From an optimization exercise on the open Yosys and OpenROAD flow, aimed at small area; shortcuts taken in it are not production practice.
At most, simulation tests tie the RTL to the original design; equivalence was not proved.
The clock input has no modelled driver; a real chip could not lean on it and would need a root buffer or a full tree.
Power is estimated from default activity; no workload was simulated.

## rev 12
// acorn_prng
module acorn_prng (
    input clk,
    input reset,
    input wire load,
    input wire [1:0] select,
    input wire [11:0] gpio_seed,
    input wire [11:0] LA1_seed,
    output reg [11:0] out,
    output [12:0] io_oeb,
    output wire reset_out
);
assign io_oeb = 13'b0;
assign reset_out = reset;
reg [11:0] seed;
reg [3:0]  counter;
reg [11:0] ring [0:13];
reg        c0;              
reg        c15;             
reg        rdb;             
wire step = ~(counter[3] & counter[2] & counter[1]);    
wire [11:0] opa = c0  ? seed : ring[0];
wire [11:0] opb = ({12{c15}} & out) | ({12{rdb}} & ring[1]);
wire [12:0] cy;
wire [11:0] sum;
assign cy[0] = 1'b0;
genvar g;
generate
	for (g = 0; g < 12; g = g + 1) begin : add
		assign sum[g]  = opa[g] ^ opb[g] ^ cy[g];
		assign cy[g+1] = (opa[g] & opb[g]) | (cy[g] & (opa[g] ^ opb[g]));
	end
endgenerate
wire        sh = ~load & step;
wire        hd = load | c15 | (counter == 4'd14);    
wire [11:0] ring_nx [0:13];
genvar r;
generate
	for (r = 0; r < 14; r = r + 1) begin : rg
		wire [11:0] src = (r == 0) ? sum : (r == 13) ? ring[0] : ring[(r + 1) % 14];
  ...
For scale: roughly 580 cells after synthesis, about 55 I/O pins.
==> module acorn_prng, before the edit <==
module acorn_prng (
    input clk,
    input reset,
    input wire load,
    input wire [1:0] select,
    input wire [11:0] gpio_seed,
    input wire [11:0] LA1_seed,
    output reg [11:0] out,
    output [12:0] io_oeb,
    output wire reset_out
);
assign io_oeb = 13'b0;
assign reset_out = reset;
reg [11:0] seed;
reg [3:0]  counter;
reg [11:0] ring [0:13];
reg        c0;              
reg        c15;             
reg        rdb;             
wire step = ~(counter[3] & counter[2] & counter[1]);    
wire [11:0] opa = c0  ? seed : ring[0];
wire [11:0] opb = ({12{c15}} & out) | ({12{rdb}} & ring[1]);
wire [12:0] cy;
wire [11:0] sum;
assign cy[0] = 1'b0;
genvar g;
generate
	for (g = 0; g < 12; g = g + 1) begin : add
		assign sum[g]  = opa[g] ^ opb[g] ^ cy[g];
		assign cy[g+1] = (opa[g] & opb[g]) | (cy[g] & (opa[g] ^ opb[g]));
	end
endgenerate
wire        sh = ~load & step;
wire        hd = load | c15 | (counter == 4'd14);    
wire [11:0] ring_nx [0:13];
genvar r;
generate
	for (r = 0; r < 14; r = r + 1) begin : rg
		wire [11:0] src = (r == 0) ? sum : (r == 13) ? ring[0] : ring[(r + 1) % 14];
		assign ring_nx[r] = ({12{sh}} & src) | ({12{hd}} & ring[r]);
		always @(posedge clk)
			ring[r] <= ring_nx[r];
	end
endgenerate
wire        ld     = load & ~reset;
wire        ld_g   = ld & ~select[1] &  select[0];
wire        ld_l   = ld &  select[1] & ~select[0];
wire        ld_f   = ld &  select[1] &  select[0];
wire        ld_e   = ld & (select[1] ~^ select[0]);
wire        keep_s = ~load & ~reset;
wire [11:0] seed_nx = ({12{ld_g}} & gpio_seed) | ({12{ld_l}} & LA1_seed)
                    | {ld_e, {10{ld_f}}, ld_e} | ({12{keep_s}} & seed);
wire        upd    = ~reset & ~load & c15;
wire        keep_o = ~reset & (load | ~c15);
wire [11:0] out_nx = ({12{upd}} & sum) | ({12{keep_o}} & out);
wire        run      = ~reset & ~load;
wire [3:0]  cnt_nx   = reset ? 4'd0 : run ? counter + 1'b1 : counter;
wire        c15_nx   = reset ? 1'b0 : run ? (counter == 4'd14) : c15;
always @(posedge clk) begin
	seed    <= seed_nx;
	out     <= out_nx;
	counter <= cnt_nx;
	c0      <= reset ? 1'b1 : run ? c15 : c0;
	c15     <= c15_nx;
	rdb     <= reset ? 1'b0 : (run & c15) ? 1'b1 : (run & (counter == 4'd14)) ? 1'b0 : rdb;
end
endmodule
clock: 5.0 ns
lec_check: 0
cap_margin: 20
core_margin: 2
core_utilization: 40
slew_margin: 20
standard.sh (not shown) runs the stock make flow with config.mk's settings and CLKGATE_MAP_FILE= SYNTH_SCRIPT=/design/flow/synth_recipe.tcl, a recipe that flattens the netlist after the stock synthesis.
==> flow/flow/run.sh <==
#!/bin/bash
set -euo pipefail
here=$(pwd)
export BUFFER_PORTS_ARGS="-buffer_cell sky130_fd_sc_hd__buf_1"
export CTS_ARGS="-sink_clustering_enable -repair_clock_nets -dont_use_dummy_load -buf_list sky130_fd_sc_hd__clkbuf_8"
export POST_CTS_TCL="$here/flow/post_cts.tcl"
bash standard.sh > standard.log 2>&1
Other scripts of this flow, unchanged in this note and not shown: flow/flow/mytree.tcl, flow/flow/post_cts.tcl
diff inputs: rev 12 => rev 13
--- a/flow/design.v
+++ b/flow/design.v
@@ -13,15 +13,15 @@
 );
 assign io_oeb = 13'b0;
 assign reset_out = reset;
 reg [11:0] seed;
 reg [3:0]  counter;
 reg [11:0] ring [0:13];
-reg        c0;              
 reg        c15;             
 reg        rdb;             
+wire c0   = (counter == 4'd0);
 wire step = ~(counter[3] & counter[2] & counter[1]);    
 wire [11:0] opa = c0  ? seed : ring[0];
 wire [11:0] opb = ({12{c15}} & out) | ({12{rdb}} & ring[1]);
 wire [12:0] cy;
 wire [11:0] sum;
 assign cy[0] = 1'b0;
@@ -59,11 +59,10 @@
 wire [3:0]  cnt_nx   = reset ? 4'd0 : run ? counter + 1'b1 : counter;
 wire        c15_nx   = reset ? 1'b0 : run ? (counter == 4'd14) : c15;
 always @(posedge clk) begin
 	seed    <= seed_nx;
 	out     <= out_nx;
 	counter <= cnt_nx;
-	c0      <= reset ? 1'b1 : run ? c15 : c0;
 	c15     <= c15_nx;
 	rdb     <= reset ? 1'b0 : (run & c15) ? 1'b1 : (run & (counter == 4'd14)) ? 1'b0 : rdb;
 end
 endmodule
Results
Rev 13: flow complete, layout not clean; failing: setup timing. On count of clock tree sinks, the lower figure sits with rev 13, not rev 12. Rev 12 and rev 13 ended up with roughly the same global-route met3 utilization. Rev 13 vs rev 12 — part of the power in combinational logic rose 1.5 points. Rev 13 does worse than rev 12 on die area. [compare] base=rev 12 new=rev 13: number of flip-flops and latches fell by 0.50%; maximum frequency fell by about 7%.
The RTL of rev 13 was laid out without a check of its function. No run of this note takes its clock network from TritonCTS; it comes from the design's own scripts or RTL.

* * *

The RTL this note starts from:
==> flow/design.v <==
`default_nettype none
`timescale 1ns/1ps
module acorn_prng (
    input clk,
    input reset,
    input wire load,
    input wire [1:0] select,
    input wire [11:0] gpio_seed,
    input wire [11:0] LA1_seed,
    output reg [11:0] out,
    output [12:0] io_oeb,
    output wire reset_out
);
assign io_oeb = 13'b0;
assign reset_out = reset;
reg [11:0] seed;
reg [3:0]  counter;
reg        first;           
reg [11:0] ring [0:13];
wire c0   = (counter == 4'd0);
wire c15  = (counter == 4'd15);
wire step = ~(counter[3] & counter[2] & counter[1]);    
wire [11:0] opa = c0  ? seed : ring[0];
wire [11:0] opb = c15 ? out  : (first ? 12'd0 : ring[1]);
wire [11:0] sum = opa + opb;
integer i;
always @(posedge clk) begin
	if (!load && step) begin
		ring[0] <= sum;
		for (i = 1; i < 13; i = i + 1)
			ring[i] <= ring[i+1];
		ring[13] <= ring[0];
	end
end
always @(posedge clk) begin
	if (reset) begin
		counter <= 0;
		first   <= 1'b1;
		out     <= 0;
		seed    <= 0;
	end else if (load) begin
		case (select)
			2'b00: seed <= 12'h801;
			2'b01: seed <= gpio_seed;
			2'b10: seed <= LA1_seed;
			2'b11: seed <= 12'hfff;
		endcase
	end else begin
		counter <= counter + 1'b1;
		if (c15) begin
			out   <= sum;
			first <= 1'b0;
		end
	end
end
endmodule
export LEC_CHECK = 0
export CAP_MARGIN = 20
export CORE_MARGIN = 2
export CORE_UTILIZATION = 40
export SLEW_MARGIN = 20
create_clock -name core_clock -period 5.0 [get_ports {clk}]
run.sh (not shown) runs the stock make flow with config.mk's settings and CLKGATE_MAP_FILE= SYNTH_SCRIPT=/design/flow/synth_recipe.tcl, a recipe that flattens the netlist after the stock synthesis.
Stock flow here: none of the scripts above is used.
Edit:
--- a/flow/design.v
+++ b/flow/design.v
@@ -13,41 +13,47 @@
 );
 assign io_oeb = 13'b0;
 assign reset_out = reset;
 reg [11:0] seed;
 reg [3:0]  counter;
 reg        first;           
+reg        seed_zero;       
 reg [11:0] ring [0:13];
 wire c0   = (counter == 4'd0);
 wire c15  = (counter == 4'd15);
 wire step = ~(counter[3] & counter[2] & counter[1]);    
-wire [11:0] opa = c0  ? seed : ring[0];
+wire [11:0] opa = c0  ? (seed_zero ? 12'd0 : seed) : ring[0];
 wire [11:0] opb = c15 ? out  : (first ? 12'd0 : ring[1]);
 wire [11:0] sum = opa + opb;
 integer i;
 always @(posedge clk) begin
 	if (!load && step) begin
 		ring[0] <= sum;
 		for (i = 1; i < 13; i = i + 1)
 			ring[i] <= ring[i+1];
 		ring[13] <= ring[0];
 	end
 end
 always @(posedge clk) begin
-	if (reset) begin
-		counter <= 0;
-		first   <= 1'b1;
-		out     <= 0;
-		seed    <= 0;
-	end else if (load) begin
+	if (load) begin
 		case (select)
 			2'b00: seed <= 12'h801;
 			2'b01: seed <= gpio_seed;
 			2'b10: seed <= LA1_seed;
 			2'b11: seed <= 12'hfff;
 		endcase
+	end
+end
+always @(posedge clk) begin
+	if (reset) begin
+		counter <= 0;
+		first   <= 1'b1;
+		out     <= 0;
+		seed_zero <= 1'b1;
+	end else if (load) begin
+		seed_zero <= 1'b0;
 	end else begin
 		counter <= counter + 1'b1;
 		if (c15) begin
 			out   <= sum;
 			first <= 1'b0;
 		end
The changed run went through all stages and came out clean. Cell count goes down by 0.40%. Register-to-register slack degrades by 0.28 ns. Setup slack degrades by 0.58 ns. Non-clock buffer count goes down by 3. Core utilization stays flat.
Only the layout flow was run in the second run of this note; the RTL was not checked for function there.

* * *

acorn_prng, a different RTL version from the one above (not shown whole).
Size: roughly 55 I/O pins, roughly 6800 um^2 of cells after synthesis.
==> module acorn_prng, before the edit <==
module acorn_prng (
    input clk,
    input reset,
    input wire load,
    input wire [1:0] select,
    input wire [11:0] gpio_seed,
    input wire [11:0] LA1_seed,
    output reg [11:0] out,
    output [12:0] io_oeb,
    output wire reset_out
);
assign io_oeb = 13'b0;
assign reset_out = reset;
reg [11:0] seed;
reg [3:0]  counter;
reg [11:0] ring [0:13];
reg        c0;              
reg        c15;             
reg        rdb;             
wire step = ~(counter[3] & counter[2] & counter[1]);    
wire [11:0] opa = c0  ? seed : ring[0];
wire [11:0] opb = ({12{c15}} & out) | ({12{rdb}} & ring[1]);
wire [12:0] cy;
wire [11:0] sum;
assign cy[0] = 1'b0;
genvar g;
generate
	for (g = 0; g < 12; g = g + 1) begin : add
		assign sum[g]  = opa[g] ^ opb[g] ^ cy[g];
		assign cy[g+1] = (opa[g] & opb[g]) | (cy[g] & (opa[g] ^ opb[g]));
	end
endgenerate
wire        sh = ~load & step;
wire        hd = load | c15 | (counter == 4'd14);    
wire [11:0] ring_nx [0:13];
genvar r;
generate
	for (r = 0; r < 14; r = r + 1) begin : rg
		wire [11:0] src = (r == 0) ? sum : (r == 13) ? ring[0] : ring[(r + 1) % 14];
		assign ring_nx[r] = ({12{sh}} & src) | ({12{hd}} & ring[r]);
		always @(posedge clk)
			ring[r] <= ring_nx[r];
	end
endgenerate
wire        ld     = load & ~reset;
wire        ld_g   = ld & ~select[1] &  select[0];
wire        ld_l   = ld &  select[1] & ~select[0];
wire        ld_f   = ld &  select[1] &  select[0];
wire        ld_e   = ld & (select[1] ~^ select[0]);
wire        keep_s = ~load & ~reset;
wire [11:0] seed_nx;
wire [11:0] ld_c = {ld_e, {10{ld_f}}, ld_e};
wire        upd    = ~reset & ~load & c15;
wire        keep_o = ~reset & (load | ~c15);
wire [11:0] out_nx;
generate
	for (g = 0; g < 12; g = g + 1) begin : hb
		wire sk;
		acorn_seed_bit sb (.ld_g(ld_g), .ld_l(ld_l), .keep(keep_s),
		                   .g(gpio_seed[g]), .l(LA1_seed[g]), .q(seed[g]), .dn(sk));
		assign seed_nx[g] = ~sk | ld_c[g];
		acorn_hold_bit ob (.upd(upd), .keep(keep_o), .s(sum[g]), .q(out[g]), .d(out_nx[g]));
	end
endgenerate
wire        run      = ~reset & ~load;
wire [3:0]  cnt_nx   = reset ? 4'd0 : run ? counter + 1'b1 : counter;
wire        c15_nx   = reset ? 1'b0 : run ? (counter == 4'd14) : c15;
always @(posedge clk) begin
	seed    <= seed_nx;
	out     <= out_nx;
	counter <= cnt_nx;
	c0      <= reset ? 1'b1 : run ? c15 : c0;
	c15     <= c15_nx;
	rdb     <= reset ? 1'b0 : (run & c15) ? 1'b1 : (run & (counter == 4'd14)) ? 1'b0 : rdb;
end
endmodule
==> module acorn_seed_bit, before the edit <==
module acorn_seed_bit (
    input wire ld_g, input wire ld_l, input wire keep,
    input wire g, input wire l, input wire q,
    output wire dn
);
assign dn = ~((ld_g & g) | (ld_l & l) | (keep & q));
endmodule
Settings: LEC_CHECK=0, CAP_MARGIN=20, CORE_MARGIN=2, CORE_UTILIZATION=40, SLEW_MARGIN=20, SYNTH_HIERARCHICAL=1; clock period 5.0 ns.
standard.sh (not shown) runs the stock make flow with config.mk's settings and CLKGATE_MAP_FILE= SYNTH_SCRIPT=/design/flow/synth_recipe.tcl, a recipe that flattens the netlist after the stock synthesis.
Scripts as last shown in full above: flow/flow/run.sh
Other scripts of this flow, unchanged in this note and not shown: flow/flow/mytree.tcl, flow/flow/post_cts.tcl
==> next run, changes <==
--- a/flow/design.v
+++ b/flow/design.v
@@ -19,9 +19,10 @@
 reg        c0;              
 reg        c15;             
 reg        rdb;             
 wire step = ~(counter[3] & counter[2] & counter[1]);    
-wire [11:0] opa = c0  ? seed : ring[0];
+wire        nc0 = ~c0;
+wire [11:0] opa;
 wire [11:0] opb = ({12{c15}} & out) | ({12{rdb}} & ring[1]);
 wire [12:0] cy;
 wire [11:0] sum;
 assign cy[0] = 1'b0;
@@ -56,13 +57,12 @@
 wire        keep_o = ~reset & (load | ~c15);
 wire [11:0] out_nx;
 generate
 	for (g = 0; g < 12; g = g + 1) begin : hb
-		wire sk;
-		acorn_seed_bit sb (.ld_g(ld_g), .ld_l(ld_l), .keep(keep_s),
-		                   .g(gpio_seed[g]), .l(LA1_seed[g]), .q(seed[g]), .dn(sk));
-		assign seed_nx[g] = ~sk | ld_c[g];
+		acorn_seed_bit sb (.ld_g(ld_g), .ld_l(ld_l), .ld_c(ld_c[g]), .keep(keep_s),
+		                   .g(gpio_seed[g]), .l(LA1_seed[g]), .q(seed[g]), .d(seed_nx[g]));
 		acorn_hold_bit ob (.upd(upd), .keep(keep_o), .s(sum[g]), .q(out[g]), .d(out_nx[g]));
+		acorn_hold_bit ab (.upd(c0), .keep(nc0), .s(seed[g]), .q(ring[0][g]), .d(opa[g]));
 	end
 endgenerate
 wire        run      = ~reset & ~load;
 wire [3:0]  cnt_nx   = reset ? 4'd0 : run ? counter + 1'b1 : counter;
@@ -76,13 +76,13 @@
 	rdb     <= reset ? 1'b0 : (run & c15) ? 1'b1 : (run & (counter == 4'd14)) ? 1'b0 : rdb;
 end
 endmodule
 module acorn_seed_bit (
-    input wire ld_g, input wire ld_l, input wire keep,
+    input wire ld_g, input wire ld_l, input wire ld_c, input wire keep,
     input wire g, input wire l, input wire q,
-    output wire dn
+    output wire d
 );
-assign dn = ~((ld_g & g) | (ld_l & l) | (keep & q));
+assign d = (ld_g & g) | (ld_l & l) | ld_c | (keep & q);
 endmodule
 module acorn_hold_bit (
     input wire upd, input wire keep, input wire s, input wire q,
     output wire d
Effect: The new run completed, yet does not pass: negative setup slack. Worst hold slack loses 0.0058 ns. Worst setup slack degrades by 0.18 ns. Routed wire length rose by 1.3%. Final area climbs by 0.62%. Global-route usage rose by 0.17 points. Die area climbs by about 0.6%. Power is about the same. Area after synthesis rose by about 0.6%. Cell count goes up by 3.2%. Fmax goes down by 3.6%. Flip-flop and latch count does not change.
Function was not checked in any run of this note: the RTL went through the layout flow alone. No run of this note takes its clock network from TritonCTS; it comes from the design's own scripts or RTL.

## port drivers added, routing unchanged
In the flow no input, the clock included, has a driving cell. The finished layouts below were timed again as built, in two steps.
Step 1, drivers: a clkbuf_16 drives clk and a buf_2 each remaining input, both assumed.
Step 2 also shifts input and output timing later by t, the mid clock arrival at the registers, as if the neighbouring blocks saw the same clock.
Three values: no drivers, after step 1, after step 2; two values: the first two.
| run | t (ns) | setup slack, ns | worst setup path at the end | worst register clock-pin slew, ns | pins driven straight from the clock port |
|---|---|---|---|---|---|
| rev 12 | 0.467 | 0.109 / 0.109 / 0.109 | register to register | 0.11 / 0.11 | 1 |
| rev 13 | 0.471 | -0.251 / -0.251 / -0.251 | register to register | 0.12 / 0.12 | 1 |
| the first run of note 2 | 0.469 | 1.834 / 1.834 / 1.699 | input to register | 0.08 / 0.08 | 1 |
| the second run of note 2 | 0.464 | 1.255 / 1.227 / 1.227 | input to output | 0.07 / 0.07 | 1 |
| the first run of note 3 | 0.465 | 0.133 / 0.133 / 0.133 | register to register | 0.11 / 0.11 | 1 |
| the second run of note 3 | 0.463 | -0.050 / -0.050 / -0.050 | register to register | 0.12 / 0.12 | 1 |
The setup slack of the first run of note 2, which loses most, moves by 0.000 ns with the drivers and by -0.135 ns with both steps.
